Source: an optimization exercise on an open RTL-to-GDS flow (aim: small area). Production flows keep margins and buffers that such runs may drop. The RTL was checked by simulation tests, not by an equivalence proof against the original design. The flow treats the clock pin as an ideal source. Dropping or thinning the clock tree relies on that and would not hold on a real chip. Power figures rest on the tool's default switching activity, not on a simulated workload.

==> run C <==
==> flow/design.v <==
`timescale 1ns / 1ps
module top#(
parameter p_clkfreq = 100_000_000,
parameter p_sclkfreq = 1_000_000,
parameter p_cpol = 0,
parameter p_cpha = 0,
parameter p_readfreq = 2,
parameter p_baudrate = 115_200,
parameter p_stopbit	= 2
)(
input   clk,
input   rst,
input miso_i,
output mosi_o,
output sclk_o,
output cs_o,
output  tx
);
reg [5:0] p;     
reg [3:0] hb;    
reg [6:0] by;    
reg wa;          
reg wb;          
reg act;         
wire pw  = p[5] & p[4] & p[0];          
wire p9  = p[3] & p[0];                 
wire h12  = hb[3] & hb[2] & ~hb[0];     
wire h15  = hb[3] & hb[2] & hb[0];      
wire fr0  = ~by[3];                     
wire hw  = pw & (&hb);                  
wire bw  = hw & (&by[6:2]);             
wire tick = (&by[6:2]) & (&hb) & p[5] & p[3] & p[2] & ~p[1] & p[0];
wire entry = wb & ~act & (by == 7'd7) & (&hb) & (p == 6'd4);
wire leave = act & h12 & by[3] & by[2];
always @(posedge clk) begin
    if (rst) begin
        p  <= 6'd46;
        hb <= 4'd15;
        by <= 7'd124;
    end else if (leave) begin
        p  <= 6'd41;
        hb <= 4'd14;
        by <= 7'd8;
    end else if (entry) begin
        p  <= 6'd0;
    end else if (act) begin
        p <= (p9 | h12) ? 6'd0 : p + 6'd1;
        if (h12)     hb <= 4'd15;
        else if (p9) hb <= hb + 4'd1;
        if (h12)     by <= by + 7'd1;
    end else begin
        p <= pw ? 6'd0 : p + 6'd1;
        if (pw) hb <= hb + 4'd1;
        if (hw) by <= bw ? 7'd0 : by + 7'd1;
    end
end
always @(posedge clk) begin
    if (rst) begin
        wa  <= 1'b0;
        wb  <= 1'b0;
        act <= 1'b0;
    end else begin
        if (tick) begin
            wa <= 1'b1;
            wb <= wa;
        end
        act <= entry | (act & ~leave);
    end
end
wire p_lt5 = ~p[3] & (~p[2] | ~(p[1] | p[0]));    
wire cs_act = wa & (wb ? (act ? (fr0 & (h15 | ~hb[3] | (~hb[2] & ~hb[1] & ~hb[0] & p_lt5)))
                              : (by[6:3] == 4'd0 || (by == 7'd8 && hb == 4'd0)))
                       : (by < 7'd3 || (by == 7'd3 && hb == 4'd0)));
assign cs_o   = ~cs_act;
assign sclk_o = act ? (fr0 & (h15 | (~hb[3] & ~hb[2] & (~(hb[1] & hb[0]) | p_lt5))))
                    : cs_act & hb[0];
reg [7:0] mbyte;
always @(*) begin
    mbyte = 8'h00;
    if (wb) begin
        if (by == 7'd0) mbyte = 8'h0B;
        if (by == 7'd1) mbyte = 8'h0E;
    end else begin
        if (by == 7'd0) mbyte = 8'h0A;
        if (by == 7'd1) mbyte = 8'h2D;
        if (by == 7'd2) mbyte = 8'h02;
    end
end
reg mosi_r;
always @(posedge clk) begin
    if (rst) mosi_r <= 1'b0;
    else     mosi_r <= wa & mbyte[~hb[3:1]] & ~hw;
end
assign mosi_o = mosi_r;
reg [48:0] r;
wire cap = pw & ~hb[0] & (by[6:3] == 4'd0);
always @(posedge clk) begin
    r <= {r[0], r[48:1]};
    if (cap) begin
        case (by[2:1])
            2'd2:    r[33] <= miso_i;
            2'd3:    r[18] <= miso_i;
            default: r[48] <= miso_i;
        endcase
    end
end
reg tap;
always @(*) begin
    case (hb[2:0])
        3'd7: tap = r[19];
        3'd0: tap = r[7];
        3'd1: tap = r[44];
        3'd2: tap = r[32];
        3'd3: tap = r[20];
        3'd4: tap = r[8];
        3'd5: tap = r[45];
        default: tap = r[33];
    endcase
end
reg tx_r;
always @(posedge clk) begin
    if (rst || !(act || entry) || leave) tx_r <= 1'b1;
    else if (entry || h12)               tx_r <= 1'b0;
    else if (p9)                         tx_r <= (h15 | (~hb[3] & ~(&hb[2:0]))) ? tap : (hb[3] & (|hb[2:0]));
end
assign tx = tx_r;
endmodule
==> flow/flow/run.sh <==
#!/bin/bash
# Standard layout with three changes:
#  1. the combinational logic of the standard synthesis is re-mapped by
#     Yosys/ABC (flow/remap.py: several area-oriented scripts, the smallest
#     result proven equivalent is kept; registers are kept exactly: names,
#     count and cell types);
#  2. ports are buffered with sky130_fd_sc_hd__buf_1;
#  3. after CTS, the clock tree is rebuilt as NLEAF leaf buffers fed by the
#     clock port, each driving one placement cluster of register clock pins.
# Each tool writes its own log in this folder.
set -euo pipefail
LIB=$FLOW_HOME/platforms/sky130hd/lib/sky130_fd_sc_hd__tt_025C_1v80.lib
R=orfs/results/$FLOW_PLATFORM/top/base
BUFARGS="BUFFER_PORTS_ARGS=-buffer_cell sky130_fd_sc_hd__buf_1"
LEAF=${LEAF:-sky130_fd_sc_hd__clkbuf_16}
NLEAF=${NLEAF:-3}

bash standard.sh synth > synth.log 2>&1
cp $R/1_2_yosys.v std_synth.v

python3 flow/remap.py $LIB std_synth.v remapped.v $FLOW_TOP > remap.log 2>&1
cp remapped.v $R/1_2_yosys.v
rm -f $R/1_synth.odb $R/1_synth.sdc

bash standard.sh "$BUFARGS" cts > place_cts.log 2>&1
cp $R/4_cts.odb cts_standard.odb
IN_ODB=cts_standard.odb OUT_ODB=cts_rebuilt.odb LEAF_MASTER=$LEAF NLEAF=$NLEAF \
  openroad -no_init -exit flow/clock_tree.tcl > clock_tree.log 2>&1
cp cts_rebuilt.odb $R/4_cts.odb
bash standard.sh "$BUFARGS" finish > route_finish.log 2>&1
==> flow/flow/clock_tree.tcl <==
# Replace the clock tree that CTS built with K leaf clock buffers, each
# driving the register clock pins of one placement cluster. The clock port
# drives the K leaf buffers only (K <= 4). Dummy loads are removed.
# env: IN_ODB OUT_ODB LEAF_MASTER NLEAF
read_db $::env(IN_ODB)
set db [ord::get_db]
set block [ord::get_db_block]
set K $::env(NLEAF)
set master [$db findMaster $::env(LEAF_MASTER)]
set root [$block findInst clkbuf_0_clk]
if { $root == "NULL" } { error "no root clock buffer" }
set portnet [[$root findITerm A] getNet]
# collect sinks and remove every CTS cell
set sinks {}
set olds {}
foreach inst [$block getInsts] {
  set n [$inst getName]
  if { [string match clkload* $n] || [string match clkbuf_* $n] } { lappend olds $inst }
}
foreach inst $olds {
  if { [string match clkbuf_* [$inst getName]] } {
    set onet [[$inst findITerm X] getNet]
    foreach it [$onet getITerms] {
      set ii [$it getInst]
      if { [lsearch -exact $olds $ii] < 0 } { lappend sinks $it }
    }
  }
}
set onets {}
foreach inst $olds {
  set x [$inst findITerm X]
  if { $x != "NULL" && [$x getNet] != "NULL" } { lappend onets [$x getNet] }
}
foreach it $sinks { $it disconnect }
foreach inst $olds { odb::dbInst_destroy $inst }
foreach net [lsort -unique $onets] { odb::dbNet_destroy $net }
# k-means on sink locations
set pts {}
foreach it $sinks { lappend pts [[$it getInst] getLocation] }
set n [llength $pts]
set cents {}
for {set k 0} {$k < $K} {incr k} {
  # seed: sinks sorted by x then pick evenly
  lappend cents [lindex [lsort -integer -index 0 $pts] [expr {int(($k + 0.5) * $n / $K)}]]
}
for {set iter 0} {$iter < 50} {incr iter} {
  set asg {}
  foreach p $pts {
    set best 0; set bd 1e30
    for {set k 0} {$k < $K} {incr k} {
      set c [lindex $cents $k]
      set d [expr {pow([lindex $p 0]-[lindex $c 0],2) + pow([lindex $p 1]-[lindex $c 1],2)}]
      if { $d < $bd } { set bd $d; set best $k }
    }
    lappend asg $best
  }
  set nc {}
  for {set k 0} {$k < $K} {incr k} {
    set sx 0; set sy 0; set m 0
    foreach p $pts a $asg { if { $a == $k } { set sx [expr {$sx + [lindex $p 0]}]; set sy [expr {$sy + [lindex $p 1]}]; incr m } }
    if { $m == 0 } { lappend nc [lindex $cents $k] } else { lappend nc [list [expr {$sx / $m}] [expr {$sy / $m}]] }
  }
  set cents $nc
}
for {set k 0} {$k < $K} {incr k} {
  set b [odb::dbInst_create $block $master "clkbuf_leaf_${k}_clk"]
  set net [odb::dbNet_create $block "clknet_leaf_${k}_clk"]
  $net setSigType CLOCK
  [$b findITerm A] connect $portnet
  [$b findITerm X] connect $net
  set c [lindex $cents $k]
  $b setLocation [lindex $c 0] [lindex $c 1]
  $b setPlacementStatus PLACED
  set m 0
  foreach it $sinks a $asg { if { $a == $k } { $it connect $net; incr m } }
  puts "leaf $k: $m sinks"
}
detailed_placement
check_placement -verbose
write_db $::env(OUT_ODB)
==> flow/flow/remap.py <==
#!/usr/bin/env python3
"""Re-map the combinational logic of the standard synthesis netlist.

The registers (their names, count and cell types) are kept as the standard
synthesis made them; only the combinational cells between them are rebuilt.
Several ABC scripts are tried, rounds are repeated on the best result, and
the smallest netlist that Yosys proves equivalent to the input (registers
paired by name) is written.  usage: remap.py LIB IN.v OUT.v TOP
"""
import os, re, subprocess, sys

lib, src, dst, top = sys.argv[1:5]
work = os.path.abspath('remap')
os.makedirs(work, exist_ok=True)
comb = os.path.join(work, 'comb.lib')
dont = '-dont_use sky130_fd_sc_hd__lpflow_* -dont_use sky130_fd_sc_hd__probe*'

# liberty holding only the combinational cells
text = open(lib).read()
first = text.find('cell (')
cells, pos = [], first
while True:
    j = text.find('cell (', pos)
    if j < 0:
        break
    k = text.find('{', j); depth = 1; m = k + 1
    while depth:
        c = text[m]
        depth += (c == '{') - (c == '}')
        m += 1
    block = text[j:m]
    if not re.search(r'\b(ff|latch|statetable)\s*\(', block):
        cells.append(block)
    pos = m
open(comb, 'w').write(text[:first] + '\n'.join(cells) + '\n}\n')

log = open(os.path.join(work, 'remap_driver.log'), 'w')

def yosys(script, tag):
    path = os.path.join(work, tag + '.ys')
    open(path, 'w').write(script)
    r = subprocess.run(['yosys', '-q', '-l', os.path.join(work, tag + '.log'), path],
                       stdout=subprocess.DEVNULL, stderr=subprocess.STDOUT)
    return r.returncode == 0

def remap(inp, abc_script, tag):
    out = os.path.join(work, tag + '.v')
    stat = os.path.join(work, tag + '.stat')
    s = abc_script and '-script "%s"' % abc_script or ''
    ok = yosys(f"""read_liberty -ignore_miss_func {comb}
read_liberty -lib -ignore_redef {lib}
read_verilog -defer {inp}
hierarchy -top {top}
flatten
opt -purge
abc -liberty {lib} {dont} {s}
read_liberty -lib -ignore_redef {lib}
opt_clean -purge
check -assert -mapped
tee -q -o {stat} stat -liberty {lib}
write_verilog -noattr -nohex -nodec {out}
""", tag)
    if not ok or not os.path.exists(stat):
        return None
    m = re.search(r'Chip area for module .*?: ([\d.]+)', open(stat).read())
    return (float(m.group(1)), out) if m else None

def equivalent(gold, gate, tag):
    g = open(gold).read().replace('module %s(' % top, 'module gold(', 1)
    h = open(gate).read().replace('module %s(' % top, 'module gate(', 1)
    g = re.sub(r'\b_(\d+)_\b', r'gd_\1_', g)
    h = re.sub(r'\b_(\d+)_\b', r'gx_\1_', h)
    gp, hp = os.path.join(work, tag + '_gold.v'), os.path.join(work, tag + '_gate.v')
    open(gp, 'w').write(g); open(hp, 'w').write(h)
    return yosys(f"""read_liberty -ignore_miss_func {lib}
read_verilog {gp}
read_verilog {hp}
flatten gold gate
opt_clean
equiv_make gold gate equiv
hierarchy -top equiv
equiv_simple -seq 2
equiv_induct
equiv_status -assert
""", tag + '_equiv')

scripts = [
    '',
    '+strash;dch,-f;amap',
    '+strash;dc2;dch,-f;amap;dnsize',
    '+strash;dc2;dch,-f;amap;strash;dc2;dch,-f;amap',
    '+strash;dc2;dch,-f;amap;strash;dc2;dch,-f;amap;strash;dc2;dch,-f;amap',
]
results = []
cur = src
for rnd in range(6):
    best = None
    for i, sc in enumerate(scripts):
        r = remap(cur, sc, 'r%d_s%d' % (rnd, i))
        print(rnd, i, sc, r and r[0], file=log, flush=True)
        if r and (best is None or r[0] < best[0]):
            best = r
    if best is None:
        break
    results.append(best)
    cur = best[1]

for area, path in sorted(results):
    if equivalent(src, path, os.path.basename(path)[:-2]):
        print('chosen', area, path, file=log, flush=True)
        open(dst, 'w').write(open(path).read())
        sys.exit(0)
    print('not proven equivalent', area, path, file=log, flush=True)
print('no re-mapped netlist was proven equivalent; keeping the input', file=log)
open(dst, 'w').write(open(src).read())
==> flow/standard.sh <==
#!/bin/bash
# synth_recipe.tcl (not shown) runs the flow's synth.tcl, then flattens the netlist and writes it again
# the make line also repeats each setting of config.mk as NAME=value (left out here)
make -C /OpenROAD-flow-scripts/flow DESIGN_CONFIG=/design/flow/config.mk WORK_HOME=/design/flow/orfs CLKGATE_MAP_FILE= SYNTH_SCRIPT=/design/flow/synth_recipe.tcl "${@:-finish}"
==> flow/config.mk <==
export PLATFORM = sky130hd
export DESIGN_NAME = top
export DESIGN_NICKNAME = top
export VERILOG_FILES = /design/flow/design.v
export SDC_FILE = /design/flow/constraint.sdc
export NUM_CORES = 4
export LEC_CHECK = 0
export ABC_AREA = 1
export CAP_MARGIN = 20
export CORE_MARGIN = 2
export CORE_UTILIZATION = 40
export SLEW_MARGIN = 20
==> flow/constraint.sdc <==
create_clock -name core_clock -period 10.0 [get_ports {clk}]
set_input_delay 2.0000 -clock core_clock [delete_from_list [all_inputs] [get_ports {clk}]]
set_output_delay 2.0000 -clock core_clock [all_outputs]
set_load 0.01 [all_outputs]
==> inputs of run H, as changes to run C <==
--- a/flow/design.v
+++ b/flow/design.v
@@ -22,7 +22,7 @@
 reg wa;          
 reg wb;          
-reg act;         
-wire pw  = p[5] & p[4] & p[0];          
-wire p9  = p[3] & p[0];                 
+wire act = p[5] & p[4] & (p[3] | p[2] | p[1]);    
+wire pw  = p[5] & p[4] & ~p[3] & ~p[2] & ~p[1] & p[0];    
+wire p9  = p[3] & p[1] & p[0];          
 wire h12  = hb[3] & hb[2] & ~hb[0];     
 wire h15  = hb[3] & hb[2] & hb[0];      
@@ -31,5 +31,5 @@
 wire bw  = hw & (&by[6:2]);             
 wire tick = (&by[6:2]) & (&hb) & p[5] & p[3] & p[2] & ~p[1] & p[0];
-wire entry = wb & ~act & (by == 7'd7) & (&hb) & (p == 6'd4);
+wire entry = wb & (by == 7'd7) & (&hb) & (p == 6'd4);
 wire leave = act & h12 & by[3] & by[2];
 always @(posedge clk) begin
@@ -43,7 +43,7 @@
         by <= 7'd8;
     end else if (entry) begin
-        p  <= 6'd0;
+        p  <= 6'd50;
     end else if (act) begin
-        p <= (p9 | h12) ? 6'd0 : p + 6'd1;
+        p <= (p9 | h12) ? 6'd50 : p + 6'd1;
         if (h12)     hb <= 4'd15;
         else if (p9) hb <= hb + 4'd1;
@@ -59,14 +59,10 @@
         wa  <= 1'b0;
         wb  <= 1'b0;
-        act <= 1'b0;
-    end else begin
-        if (tick) begin
-            wa <= 1'b1;
-            wb <= wa;
-        end
-        act <= entry | (act & ~leave);
+    end else if (tick) begin
+        wa <= 1'b1;
+        wb <= wa;
     end
 end
-wire p_lt5 = ~p[3] & (~p[2] | ~(p[1] | p[0]));    
+wire p_lt5 = ~p[3] & ~(p[2] & p[1] & p[0]);    
 wire cs_act = wa & (wb ? (act ? (fr0 & (h15 | ~hb[3] | (~hb[2] & ~hb[1] & ~hb[0] & p_lt5)))
                               : (by[6:3] == 4'd0 || (by == 7'd8 && hb == 4'd0)))
--- a/flow/flow/run.sh
+++ b/flow/flow/run.sh
@@ -13,11 +13,11 @@
 R=orfs/results/$FLOW_PLATFORM/top/base
 BUFARGS="BUFFER_PORTS_ARGS=-buffer_cell sky130_fd_sc_hd__buf_1"
-LEAF=${LEAF:-sky130_fd_sc_hd__clkbuf_16}
-NLEAF=${NLEAF:-3}
+LEAF=${LEAF:-sky130_fd_sc_hd__clkbuf_8}
+NLEAF=${NLEAF:-4}
 
 bash standard.sh synth > synth.log 2>&1
 cp $R/1_2_yosys.v std_synth.v
 
-python3 flow/remap.py $LIB std_synth.v remapped.v $FLOW_TOP > remap.log 2>&1
+NUM_CORES=${NUM_CORES:-4} python3 flow/remap.py $LIB std_synth.v remapped.v $FLOW_TOP > remap.log 2>&1
 cp remapped.v $R/1_2_yosys.v
 rm -f $R/1_synth.odb $R/1_synth.sdc
--- a/flow/flow/clock_tree.tcl
+++ b/flow/flow/clock_tree.tcl
@@ -35,31 +35,39 @@
 foreach inst $olds { odb::dbInst_destroy $inst }
 foreach net [lsort -unique $onets] { odb::dbNet_destroy $net }
-# k-means on sink locations
+# balanced recursive bisection of the sink locations into K groups
 set pts {}
-foreach it $sinks { lappend pts [[$it getInst] getLocation] }
-set n [llength $pts]
+set idx 0
+foreach it $sinks { set l [[$it getInst] getLocation]; lappend pts [list [lindex $l 0] [lindex $l 1] $idx]; incr idx }
+proc bisect { pts k } {
+  if { $k <= 1 } { return [list $pts] }
+  set xs [lsort -integer [lmap p $pts {lindex $p 0}]]
+  set ys [lsort -integer [lmap p $pts {lindex $p 1}]]
+  set axis [expr {([lindex $xs end] - [lindex $xs 0]) >= ([lindex $ys end] - [lindex $ys 0]) ? 0 : 1}]
+  set s [lsort -integer -index $axis $pts]
+  set h [expr {[llength $s] / 2}]
+  set k1 [expr {$k / 2}]
+  return [concat [bisect [lrange $s 0 [expr {$h - 1}]] $k1] [bisect [lrange $s $h end] [expr {$k - $k1}]]]
+}
+set groups [bisect $pts $K]
+set asg [lrepeat [llength $sinks] 0]
 set cents {}
-for {set k 0} {$k < $K} {incr k} {
-  # seed: sinks sorted by x then pick evenly
-  lappend cents [lindex [lsort -integer -index 0 $pts] [expr {int(($k + 0.5) * $n / $K)}]]
+set k 0
+foreach g $groups {
+  set sx 0; set sy 0
+  foreach p $g { lset asg [lindex $p 2] $k; set sx [expr {$sx + [lindex $p 0]}]; set sy [expr {$sy + [lindex $p 1]}] }
+  lappend cents [list [expr {$sx / [llength $g]}] [expr {$sy / [llength $g]}]]
+  incr k
 }
-for {set iter 0} {$iter < 50} {incr iter} {
-  set asg {}
-  foreach p $pts {
-    set best 0; set bd 1e30
-    for {set k 0} {$k < $K} {incr k} {
-      set c [lindex $cents $k]
-      set d [expr {pow([lindex $p 0]-[lindex $c 0],2) + pow([lindex $p 1]-[lindex $c 1],2)}]
-      if { $d < $bd } { set bd $d; set best $k }
-    }
-    lappend asg $best
-  }
-  set nc {}
-  for {set k 0} {$k < $K} {incr k} {
-    set sx 0; set sy 0; set m 0
-    foreach p $pts a $asg { if { $a == $k } { set sx [expr {$sx + [lindex $p 0]}]; set sy [expr {$sy + [lindex $p 1]}]; incr m } }
-    if { $m == 0 } { lappend nc [lindex $cents $k] } else { lappend nc [list [expr {$sx / $m}] [expr {$sy / $m}]] }
-  }
-  set cents $nc
+set feed $portnet
+if { [info exists ::env(ROOT_MASTER)] && $::env(ROOT_MASTER) ne "" } {
+  set rb [odb::dbInst_create $block [$db findMaster $::env(ROOT_MASTER)] "clkbuf_root_clk"]
+  set feed [odb::dbNet_create $block "clknet_root_clk"]
+  $feed setSigType CLOCK
+  [$rb findITerm A] connect $portnet
+  [$rb findITerm X] connect $feed
+  set sx 0; set sy 0
+  foreach c $cents { set sx [expr {$sx + [lindex $c 0]}]; set sy [expr {$sy + [lindex $c 1]}] }
+  $rb setLocation [expr {$sx / $K}] [expr {$sy / $K}]
+  $rb setPlacementStatus PLACED
 }
 for {set k 0} {$k < $K} {incr k} {
@@ -67,5 +75,5 @@
   set net [odb::dbNet_create $block "clknet_leaf_${k}_clk"]
   $net setSigType CLOCK
-  [$b findITerm A] connect $portnet
+  [$b findITerm A] connect $feed
   [$b findITerm X] connect $net
   set c [lindex $cents $k]
--- a/flow/flow/remap.py
+++ b/flow/flow/remap.py
@@ -91,20 +91,26 @@
     '+strash;dc2;dch,-f;amap;strash;dc2;dch,-f;amap',
     '+strash;dc2;dch,-f;amap;strash;dc2;dch,-f;amap;strash;dc2;dch,-f;amap',
+    '+strash;ifraig;dch,-f;amap',
+    '+strash;drw;drf;dch,-f;amap',
+    '+strash;dc2;dch,-f;if,-a;amap',
+    '+strash;dc2;rewrite,-z;refactor,-z;dch,-f;amap',
 ]
-results = []
-cur = src
-for rnd in range(6):
-    best = None
-    for i, sc in enumerate(scripts):
-        r = remap(cur, sc, 'r%d_s%d' % (rnd, i))
-        print(rnd, i, sc, r and r[0], file=log, flush=True)
-        if r and (best is None or r[0] < best[0]):
-            best = r
-    if best is None:
-        break
-    results.append(best)
-    cur = best[1]
+from concurrent.futures import ThreadPoolExecutor
+jobs = int(os.environ.get('NUM_CORES', '4'))
+results = {}
+beam = [src]
+for rnd in range(8):
+    tasks = [(b, i, sc, 'r%d_b%d_s%d' % (rnd, bi, i))
+             for bi, b in enumerate(beam) for i, sc in enumerate(scripts)]
+    with ThreadPoolExecutor(jobs) as ex:
+        outs = list(ex.map(lambda t: remap(t[0], t[2], t[3]), tasks))
+    for t, r in zip(tasks, outs):
+        print(rnd, t[3], t[2], r and r[0], file=log, flush=True)
+        if r:
+            results[r[1]] = r[0]
+    ranked = sorted(((a, p) for p, a in results.items()))
+    beam = [p for a, p in ranked[:2]]
 
-for area, path in sorted(results):
+for path, area in sorted(results.items(), key=lambda x: x[1])[:5]:
     if equivalent(src, path, os.path.basename(path)[:-2]):
         print('chosen', area, path, file=log, flush=True)
CORE_UTILIZATION = 65   (was 40)
PLACE_DENSITY = 0.75   (was default)
==> inputs of run F, as changes to run C <==
--- a/flow/design.v
+++ b/flow/design.v
@@ -22,7 +22,7 @@
 reg wa;          
 reg wb;          
-reg act;         
-wire pw  = p[5] & p[4] & p[0];          
-wire p9  = p[3] & p[0];                 
+wire act = p[5] & p[4] & (p[3] | p[2] | p[1]);    
+wire pw  = p[5] & p[4] & ~p[3] & ~p[2] & ~p[1] & p[0];    
+wire p9  = p[3] & p[1] & p[0];          
 wire h12  = hb[3] & hb[2] & ~hb[0];     
 wire h15  = hb[3] & hb[2] & hb[0];      
@@ -31,5 +31,5 @@
 wire bw  = hw & (&by[6:2]);             
 wire tick = (&by[6:2]) & (&hb) & p[5] & p[3] & p[2] & ~p[1] & p[0];
-wire entry = wb & ~act & (by == 7'd7) & (&hb) & (p == 6'd4);
+wire entry = wb & (by == 7'd7) & (&hb) & (p == 6'd4);
 wire leave = act & h12 & by[3] & by[2];
 always @(posedge clk) begin
@@ -43,7 +43,7 @@
         by <= 7'd8;
     end else if (entry) begin
-        p  <= 6'd0;
+        p  <= 6'd50;
     end else if (act) begin
-        p <= (p9 | h12) ? 6'd0 : p + 6'd1;
+        p <= (p9 | h12) ? 6'd50 : p + 6'd1;
         if (h12)     hb <= 4'd15;
         else if (p9) hb <= hb + 4'd1;
@@ -59,14 +59,10 @@
         wa  <= 1'b0;
         wb  <= 1'b0;
-        act <= 1'b0;
-    end else begin
-        if (tick) begin
-            wa <= 1'b1;
-            wb <= wa;
-        end
-        act <= entry | (act & ~leave);
+    end else if (tick) begin
+        wa <= 1'b1;
+        wb <= wa;
     end
 end
-wire p_lt5 = ~p[3] & (~p[2] | ~(p[1] | p[0]));    
+wire p_lt5 = ~p[3] & ~(p[2] & p[1] & p[0]);    
 wire cs_act = wa & (wb ? (act ? (fr0 & (h15 | ~hb[3] | (~hb[2] & ~hb[1] & ~hb[0] & p_lt5)))
                               : (by[6:3] == 4'd0 || (by == 7'd8 && hb == 4'd0)))
--- a/flow/flow/run.sh
+++ b/flow/flow/run.sh
@@ -19,5 +19,5 @@
 cp $R/1_2_yosys.v std_synth.v
 
-python3 flow/remap.py $LIB std_synth.v remapped.v $FLOW_TOP > remap.log 2>&1
+NUM_CORES=${NUM_CORES:-4} python3 flow/remap.py $LIB std_synth.v remapped.v $FLOW_TOP > remap.log 2>&1
 cp remapped.v $R/1_2_yosys.v
 rm -f $R/1_synth.odb $R/1_synth.sdc
--- a/flow/flow/remap.py
+++ b/flow/flow/remap.py
@@ -91,20 +91,26 @@
     '+strash;dc2;dch,-f;amap;strash;dc2;dch,-f;amap',
     '+strash;dc2;dch,-f;amap;strash;dc2;dch,-f;amap;strash;dc2;dch,-f;amap',
+    '+strash;ifraig;dch,-f;amap',
+    '+strash;drw;drf;dch,-f;amap',
+    '+strash;dc2;dch,-f;if,-a;amap',
+    '+strash;dc2;rewrite,-z;refactor,-z;dch,-f;amap',
 ]
-results = []
-cur = src
-for rnd in range(6):
-    best = None
-    for i, sc in enumerate(scripts):
-        r = remap(cur, sc, 'r%d_s%d' % (rnd, i))
-        print(rnd, i, sc, r and r[0], file=log, flush=True)
-        if r and (best is None or r[0] < best[0]):
-            best = r
-    if best is None:
-        break
-    results.append(best)
-    cur = best[1]
+from concurrent.futures import ThreadPoolExecutor
+jobs = int(os.environ.get('NUM_CORES', '4'))
+results = {}
+beam = [src]
+for rnd in range(8):
+    tasks = [(b, i, sc, 'r%d_b%d_s%d' % (rnd, bi, i))
+             for bi, b in enumerate(beam) for i, sc in enumerate(scripts)]
+    with ThreadPoolExecutor(jobs) as ex:
+        outs = list(ex.map(lambda t: remap(t[0], t[2], t[3]), tasks))
+    for t, r in zip(tasks, outs):
+        print(rnd, t[3], t[2], r and r[0], file=log, flush=True)
+        if r:
+            results[r[1]] = r[0]
+    ranked = sorted(((a, p) for p, a in results.items()))
+    beam = [p for a, p in ranked[:2]]
 
-for area, path in sorted(results):
+for path, area in sorted(results.items(), key=lambda x: x[1])[:5]:
     if equivalent(src, path, os.path.basename(path)[:-2]):
         print('chosen', area, path, file=log, flush=True)
==> qor summary <==
Status: run F timing/DRC/antenna clean; run H timing/DRC/antenna clean; run C timing/DRC/antenna clean
Multi-input combinational cell count: run F 132; run H 132; run C 126
Power consumed by sequential cells: run F 296 uW; run H 296 uW; run C 290 uW
Area of all placed cells without fillers: run F 2360 um^2; run H 2320 um^2; run C 2400 um^2
Met2 usage in global routing: run F 0.206; run H 0.325; run C 0.234
Overall Global Routing Usage: run F 0.146; run H 0.229; run C 0.153
IR Drop Worst-Case VDD: run F 0.000126 V; run H 0.000168 V; run C 0.000139 V
Clock-pin slew reported for the worst setup and hold paths after clock tree synthesis: run F 0.09 ns; run H 0.10 ns; run C 0.11 ns
Seq area share: run F 0.593; run H 0.604; run C 0.592
Combinational group share of total power: run F 0.089; run H 0.093; run C 0.049
Depth of the critical timing path with buffers and inverters included: run F 7; run H 6; run C 8
Die area: run F 6050 um^2; run H 3830 um^2; run C 6140 um^2
Post-layout min period: run F 4.16 ns; run H 4.18 ns; run C 4.10 ns
Worst-Margin Slew: run F 0.985 ns; run H 0.596 ns; run C 0.641 ns
Detailed Place HPWL: run F 2970 um; run H 2990 um; run C 3170 um
Clock sinks: run F 70; run H 70; run C 71
Worst stage delay on the critical path: run F 0.53 ns; run H 0.42 ns; run C 0.36 ns
Hold_sp: run F r[38]; run H r[2]; run C r[17]
Post-Place Cells: run F 297; run H 273; run C 304
Fill cell count: run F 484; run H 255; run C 522
# rows: run F 26; run H 21; run C 27
Grt met1 use: run F 0.207; run H 0.348; run C 0.209
In every run of this note, the design's own scripts or RTL, not TritonCTS, make the clock network.

==> re-timing with driven ports <==
Ports are ideal in the flow. The routed layouts listed here were re-timed in OpenROAD. Step 1: set_driving_cell puts a clkbuf_16 on clk and a buf_2 on each other input, an assumption about the parent block. Step 2 moves the port delays by t, midway between the first and last clock arrival at a register: inputs arrive t later, outputs are due t later. That takes back most of the time a late clock gives input paths. a / b / c = no drivers / after step 1 / after step 2; a / b = the first two.
run | shift t [ns] | setup WS [ns] | latest minus earliest clock arrival (ns)
run C | 0.217 | 5.897 / 5.835 / 6.052 | 0.036 / 0.035
run H | 0.201 | 5.817 / 5.767 / 5.968 | 0.014 / 0.014
run F | 0.209 | 5.838 / 5.778 / 5.987 | 0.007 / 0.006
After both steps every run listed still meets setup and hold.
